Background: an optimization exercise with open tools, aiming at a short achievable clock period and few clock cycles. Do not read the settings as production practice. Where RTL was checked, it was by simulation tests only, not by an equivalence proof against the original.

## rev 12
==> flow/design.v <==
module y86_pipe(clk, rst, imem_addr, imem_data, dmem_addr, dmem_wdata, dmem_we, dmem_rdata,
stat, wbe_en, wbe_dst, wbe_val, wbm_en, wbm_dst, wbm_val);
input clk;
input rst;
output [9:0] imem_addr;
input [79:0] imem_data;
output [10:0] dmem_addr;
output [63:0] dmem_wdata;
output dmem_we;
input [63:0] dmem_rdata;
output [2:0] stat;
output wbe_en;
output [3:0] wbe_dst;
output [63:0] wbe_val;
output wbm_en;
output [3:0] wbm_dst;
output [63:0] wbm_val;
localparam [2:0] S_AOK = 3'd1, S_ADR = 3'd2, S_INS = 3'd3, S_HLT = 3'd4;
localparam [3:0] RNONE = 4'hF;
function cond;
    input [3:0] fn;
    input zf, sf, of;
    begin
        case (fn)
            4'h0: cond = 1'b1;
            4'h1: cond = (sf ^ of) | zf;
            4'h2: cond = sf ^ of;
            4'h3: cond = zf;
            4'h4: cond = ~zf;
            4'h5: cond = ~(sf ^ of);
            4'h6: cond = ~(sf ^ of) & ~zf;
            default: cond = 1'b0;
        endcase
    end
endfunction
reg [10:0] pc;
reg        D_valid;
reg [79:0] D_bytes;
reg [10:0] D_valP;
reg [2:0]  D_stat;
reg [10:0] D_pred;
reg        M_valid;
reg [2:0]  M_stat;
reg [3:0]  M_dstE, M_dstM;      
reg [63:0] M_valE, M_valA;
reg [10:0] M_addr;
reg        M_we;
reg        M_ret;
reg [10:0] M_pred;
reg [2:0]  W_stat;
reg        W_en_e, W_en_m;
reg [3:0]  W_dstE, W_dstM;
reg [63:0] W_valE, W_valM;
reg ZF, SF, OF;
reg [10:0] ras [0:7];
reg [2:0]  ras_ptr;
reg [63:0] rf [0:14];
wire halted = (W_stat != S_AOK);
wire [3:0] d_icode = D_bytes[7:4];
wire [3:0] d_ifun  = D_bytes[3:0];
wire [3:0] d_rA    = D_bytes[15:12];
wire [3:0] d_rB    = D_bytes[11:8];
wire [63:0] d_valC = D_bytes[79:16];
wire d_ok = D_valid && (D_stat == S_AOK);
reg [3:0] srcA, srcB, dstE, dstM;
always @(*) begin
    case (d_icode)
        4'h2, 4'h4, 4'h6, 4'hA: srcA = d_rA;
        4'h9, 4'hB: srcA = 4'h4;
        default: srcA = RNONE;
    endcase
    case (d_icode)
        4'h4, 4'h5, 4'h6: srcB = d_rB;
        4'h8, 4'h9, 4'hA, 4'hB: srcB = 4'h4;
        default: srcB = RNONE;
    endcase
    case (d_icode)
        4'h2, 4'h3, 4'h6: dstE = d_rB;
        4'h8, 4'h9, 4'hA, 4'hB: dstE = 4'h4;
        default: dstE = RNONE;
    endcase
    case (d_icode)
        4'h5, 4'hB: dstM = d_rA;
        default: dstM = RNONE;
    endcase
    if (!d_ok) begin
        srcA = RNONE; srcB = RNONE; dstE = RNONE; dstM = RNONE;
    end
end
wire is_store = (d_icode == 4'h4) || (d_icode == 4'hA);
wire hazA = (srcA != RNONE) && (srcA == M_dstM);
wire hazB = (srcB != RNONE) && (srcB == M_dstM);
wire bypassA = hazA && is_store;
wire stall = (hazA && !is_store) || hazB;
wire [63:0] rdA = (srcA == RNONE) ? 64'd0 :
                  (srcA == M_dstE) ? M_valE : rf[srcA];
wire [63:0] rdB = (srcB == RNONE) ? 64'd0 :
                  (srcB == M_dstE) ? M_valE : rf[srcB];
wire [63:0] d_valA = (d_icode == 4'h7 || d_icode == 4'h8) ? {53'd0, D_valP} : rdA;
reg [63:0] aluA, aluB;
always @(*) begin
    case (d_icode)
        4'h2, 4'h6: aluA = rdA;
        4'h3, 4'h4, 4'h5: aluA = d_valC;
        4'h8, 4'hA: aluA = -64'd8;
        4'h9, 4'hB: aluA = 64'd8;
        default: aluA = 64'd0;
    endcase
    case (d_icode)
        4'h4, 4'h5, 4'h6, 4'h8, 4'h9, 4'hA, 4'hB: aluB = rdB;
        default: aluB = 64'd0;
    endcase
end
wire [1:0] alufn = (d_icode == 4'h6) ? d_ifun[1:0] : 2'd0;
wire [63:0] sum  = aluB + aluA;
wire [63:0] diff = aluB - aluA;
reg [63:0] valE;
reg a_of;
always @(*) begin
    case (alufn)
        2'd0: valE = sum;
        2'd1: valE = diff;
        2'd2: valE = aluB & aluA;
        default: valE = aluB ^ aluA;
    endcase
    case (alufn)
        2'd0: a_of = (aluB[63] == aluA[63]) && (sum[63] != aluB[63]);
        2'd1: a_of = (aluB[63] != aluA[63]) && (diff[63] != aluB[63]);
        default: a_of = 1'b0;
    endcase
end
wire a_zf = (valE == 64'd0);
wire a_sf = valE[63];
wire d_cnd = cond(d_ifun, ZF, SF, OF);
wire [3:0] e_dstE = (d_icode == 4'h2 && !d_cnd) ? RNONE : dstE;
wire mem_rd = (d_icode == 4'h5) || (d_icode == 4'hB) || (d_icode == 4'h9);
wire mem_wr = (d_icode == 4'h4) || (d_icode == 4'hA) || (d_icode == 4'h8);
wire [63:0] addr = (d_icode == 4'hB || d_icode == 4'h9) ? rdA : valE;
wire addr_err = d_ok && (mem_rd || mem_wr) && (addr > 64'd2000);
assign dmem_addr  = M_addr;
assign dmem_wdata = M_valA;
assign dmem_we    = M_we;
wire [10:0] ret_tgt = {(|dmem_rdata[63:10]), dmem_rdata[9:0]};
wire redirect = M_ret && (ret_tgt != M_pred);
wire m_err = M_valid && (M_stat != S_AOK);
wire kill = redirect || m_err || halted;
wire de_go = D_valid && !stall && !kill;
wire de_wr = de_go && d_ok && !addr_err;
wire set_cc = de_wr && (d_icode == 4'h6);
wire [3:0] f_icode = imem_data[7:4];
wire [3:0] f_ifun  = imem_data[3:0];
wire f_bad = pc[10];
wire [10:0] pc1  = {1'b0, pc[9:0]} + 11'd1;
wire [10:0] pc2  = {1'b0, pc[9:0]} + 11'd2;
wire [10:0] pc9  = {1'b0, pc[9:0]} + 11'd9;
wire [10:0] pc10 = {1'b0, pc[9:0]} + 11'd10;
reg [10:0] f_valP;
always @(*) begin
    case (f_icode)
        4'h2, 4'h6, 4'hA, 4'hB: f_valP = pc2;
        4'h3, 4'h4, 4'h5: f_valP = pc10;
        4'h7, 4'h8: f_valP = pc9;
        default: f_valP = pc1;
    endcase
end
wire [10:0] f_tgt = {(|imem_data[71:18]), imem_data[17:8]};
wire de_op = d_ok && (d_icode == 4'h6);
wire f_zf = de_op ? a_zf : ZF;
wire f_sf = de_op ? a_sf : SF;
wire f_of = de_op ? a_of : OF;
wire f_cnd = cond(f_ifun, f_zf, f_sf, f_of);
wire [2:0] ras_top = ras_ptr - 3'd1;
wire [10:0] f_pred = ras[ras_top];
reg [10:0] f_next;
always @(*) begin
    if (f_bad) f_next = pc;
    else case (f_icode)
        4'h7: f_next = f_cnd ? f_tgt : pc9;
        4'h8: f_next = f_tgt;
        4'h9: f_next = f_pred;
        default: f_next = f_valP;
    endcase
end
reg [2:0] f_stat;
always @(*) begin
    if (f_bad) f_stat = S_ADR;
    else if (f_icode >= 4'hC) f_stat = S_INS;
    else if (f_icode == 4'h0) f_stat = S_HLT;
    else f_stat = S_AOK;
end
wire f_go = !stall && !redirect;
integer i;
always @(posedge clk) begin
    if (rst) begin
        pc <= 11'd0;
        D_valid <= 1'b0;
        ras_ptr <= 3'd0;
        for (i = 0; i < 8; i = i + 1) ras[i] <= 11'd0;
    end else begin
        if (redirect) begin
            pc <= ret_tgt;
            D_valid <= 1'b0;
        end else if (!stall) begin
            pc <= f_next;
            D_valid <= 1'b1;
            D_bytes <= imem_data;
            D_valP <= f_valP;
            D_stat <= f_stat;
            D_pred <= f_pred;
            if (!f_bad && f_icode == 4'h8) begin
                ras[ras_ptr] <= pc9;
                ras_ptr <= ras_ptr + 3'd1;
            end else if (!f_bad && f_icode == 4'h9) begin
                ras_ptr <= ras_top;
            end
        end
    end
end
always @(posedge clk) begin
    if (rst) begin
        M_valid <= 1'b0;
        M_stat <= S_AOK;
        M_dstE <= RNONE;
        M_dstM <= RNONE;
        M_we <= 1'b0;
        M_ret <= 1'b0;
    end else begin
        M_valid <= de_go;
        M_stat <= !d_ok ? D_stat : (addr_err ? S_ADR : S_AOK);
        M_dstE <= de_wr ? e_dstE : RNONE;
        M_dstM <= de_wr ? dstM : RNONE;
        M_we <= de_wr && mem_wr;
        M_ret <= de_wr && (d_icode == 4'h9);
        M_valE <= valE;
        M_valA <= bypassA ? dmem_rdata : d_valA;
        M_addr <= addr[10:0];
        M_pred <= D_pred;
    end
end
always @(posedge clk) begin
    if (rst) begin
        ZF <= 1'b1; SF <= 1'b0; OF <= 1'b0;
    end else if (set_cc) begin
        ZF <= a_zf; SF <= a_sf; OF <= a_of;
    end
end
always @(posedge clk) begin
    if (rst) begin
        W_stat <= S_AOK;
        W_en_e <= 1'b0;
        W_en_m <= 1'b0;
    end else if (!halted) begin
        W_stat <= M_valid ? M_stat : S_AOK;
        W_en_e <= (M_dstE != RNONE);
        W_en_m <= (M_dstM != RNONE);
        W_dstE <= M_dstE;
        W_dstM <= M_dstM;
        W_valE <= M_valE;
        W_valM <= dmem_rdata;
    end
end
always @(posedge clk) begin
    if (rst) begin
        rf[0] <= 64'h1;   rf[1] <= 64'h8;   rf[2] <= 64'h6;   rf[3] <= 64'h5;
        rf[4] <= 64'h100; rf[5] <= 64'h6;   rf[6] <= 64'h7;   rf[7] <= 64'h5;
        rf[8] <= 64'h9;   rf[9] <= 64'ha;   rf[10] <= 64'hb;  rf[11] <= 64'h1;
        rf[12] <= 64'h2;  rf[13] <= 64'h3;  rf[14] <= 64'h4;
    end else begin
        for (i = 0; i < 15; i = i + 1) begin
            if (M_dstM == i) rf[i] <= dmem_rdata;
            else if (M_dstE == i) rf[i] <= M_valE;
        end
    end
end
assign imem_addr = pc[9:0];
assign stat = W_stat;
assign wbe_en = W_en_e;
assign wbe_dst = W_dstE;
assign wbe_val = W_valE;
assign wbm_en = W_en_m;
assign wbm_dst = W_dstM;
assign wbm_val = W_valM;
endmodule
clock: 33.0 ns
lec_check: 0
cap_margin: 20
core_margin: 2
core_utilization: 25
gpl_routability_driven: 1
place_density: 0.4
slew_margin: 20
run.sh (not shown) runs the stock make flow with config.mk's settings and CLKGATE_MAP_FILE= SYNTH_SCRIPT=/design/flow/synth_recipe.tcl, a recipe that flattens the netlist after the stock synthesis.
Edits applied to the flow inputs when going from rev 12 to rev 13:
diff --git a/flow/design.v b/flow/design.v
--- a/flow/design.v
+++ b/flow/design.v
@@ -144,10 +144,11 @@
 wire redirect = M_ret && (ret_tgt != M_pred);
 wire m_err = M_valid && (M_stat != S_AOK);
 wire kill = redirect || m_err || halted;
 wire de_go = D_valid && !stall && !kill;
 wire de_wr = de_go && d_ok && !addr_err;
+wire de_err = D_valid && !stall && !redirect && !m_err && (!d_ok || addr_err);
 wire set_cc = de_wr && (d_icode == 4'h6);
 wire [3:0] f_icode = imem_data[7:4];
 wire [3:0] f_ifun  = imem_data[3:0];
 wire f_bad = pc[10];
 wire [10:0] pc1  = {1'b0, pc[9:0]} + 11'd1;
@@ -247,12 +248,17 @@
 always @(posedge clk) begin
     if (rst) begin
         W_stat <= S_AOK;
         W_en_e <= 1'b0;
         W_en_m <= 1'b0;
-    end else if (!halted) begin
-        W_stat <= M_valid ? M_stat : S_AOK;
+    end else if (halted) begin
+        W_en_e <= 1'b0;
+        W_en_m <= 1'b0;
+    end else begin
+        if (m_err) W_stat <= M_stat;
+        else if (de_err) W_stat <= d_ok ? S_ADR : D_stat;
+        else W_stat <= S_AOK;
         W_en_e <= (M_dstE != RNONE);
         W_en_m <= (M_dstM != RNONE);
         W_dstE <= M_dstE;
         W_dstM <= M_dstM;
         W_valE <= M_valE;
--- outcome ---
- Sort rev 12 and rev 13 by post-synthesis average cell area desc -> top: rev 13
- Diff rev 12 -> rev 13: die span in y did not really move, synthesized area did not really move.
- Between rev 12 and rev 13, the final routed wirelength across all metal layers is lower for rev 12.
- Clock latency reported for the late side of the worst-skew pair: lower on rev 12
- Looking at fraction of area in multi-input gates, rev 13 sits below rev 12.
- Any difference in number of vias in the routed layout between rev 13 and rev 12 is small enough to ignore.
- Going from rev 12 to rev 13, worst path setup slack after routing shrinks by 0.28 ns.
- The final area number comes out lower for rev 12 vs rev 13.
- met3 wirelength from detailed routing across rev 12 and rev 13: no real change.
- Rev 13 vs rev 12 — final critical-path share of the clock period rose 0.85 points.
- The higher wire length on met1 came out of rev 13.
- Between rev 12 and rev 13, the difference in count of filler cells inserted in the layout is negligible.
Testbench counts of rev 13, summed over its fixed seeds: cycles 28,848.
For rev 12, only the layout was checked, not whether the RTL still works.

-- afterwards: timing with drivers on the ports --
Ports are ideal in the flow. The routed layouts listed here were re-timed in OpenROAD. Step 1 (the two cells are an assumption about what drives the block):
set clk [get_ports {clk}]
set_driving_cell -lib_cell sky130_fd_sc_hd__clkbuf_16 $clk
set_driving_cell -lib_cell sky130_fd_sc_hd__buf_2 [delete_from_list [all_inputs] $clk]
Step 2 moves the port delays by t, midway between the first and last clock arrival at a register: inputs arrive t later, outputs are due t later. That takes back most of the time a late clock gives input paths. Slacks: ideal ports / drivers / drivers and shift; pairs: ideal ports / drivers.
run | t, ns | slack for setup (ns) | worst slew at a driven data input, ns | pins driven straight from the clock port
rev 12 | 1.040 | 20.183 / 20.183 / 19.456 | 0.15 | 1
rev 13 | 1.042 | 19.903 / 19.903 / 19.327 | 0.14 | 1
After both steps every run listed still meets setup and hold. For rev 12, which loses most, drivers alone change the setup slack by 0.000 ns; drivers and shift together by -0.727 ns.
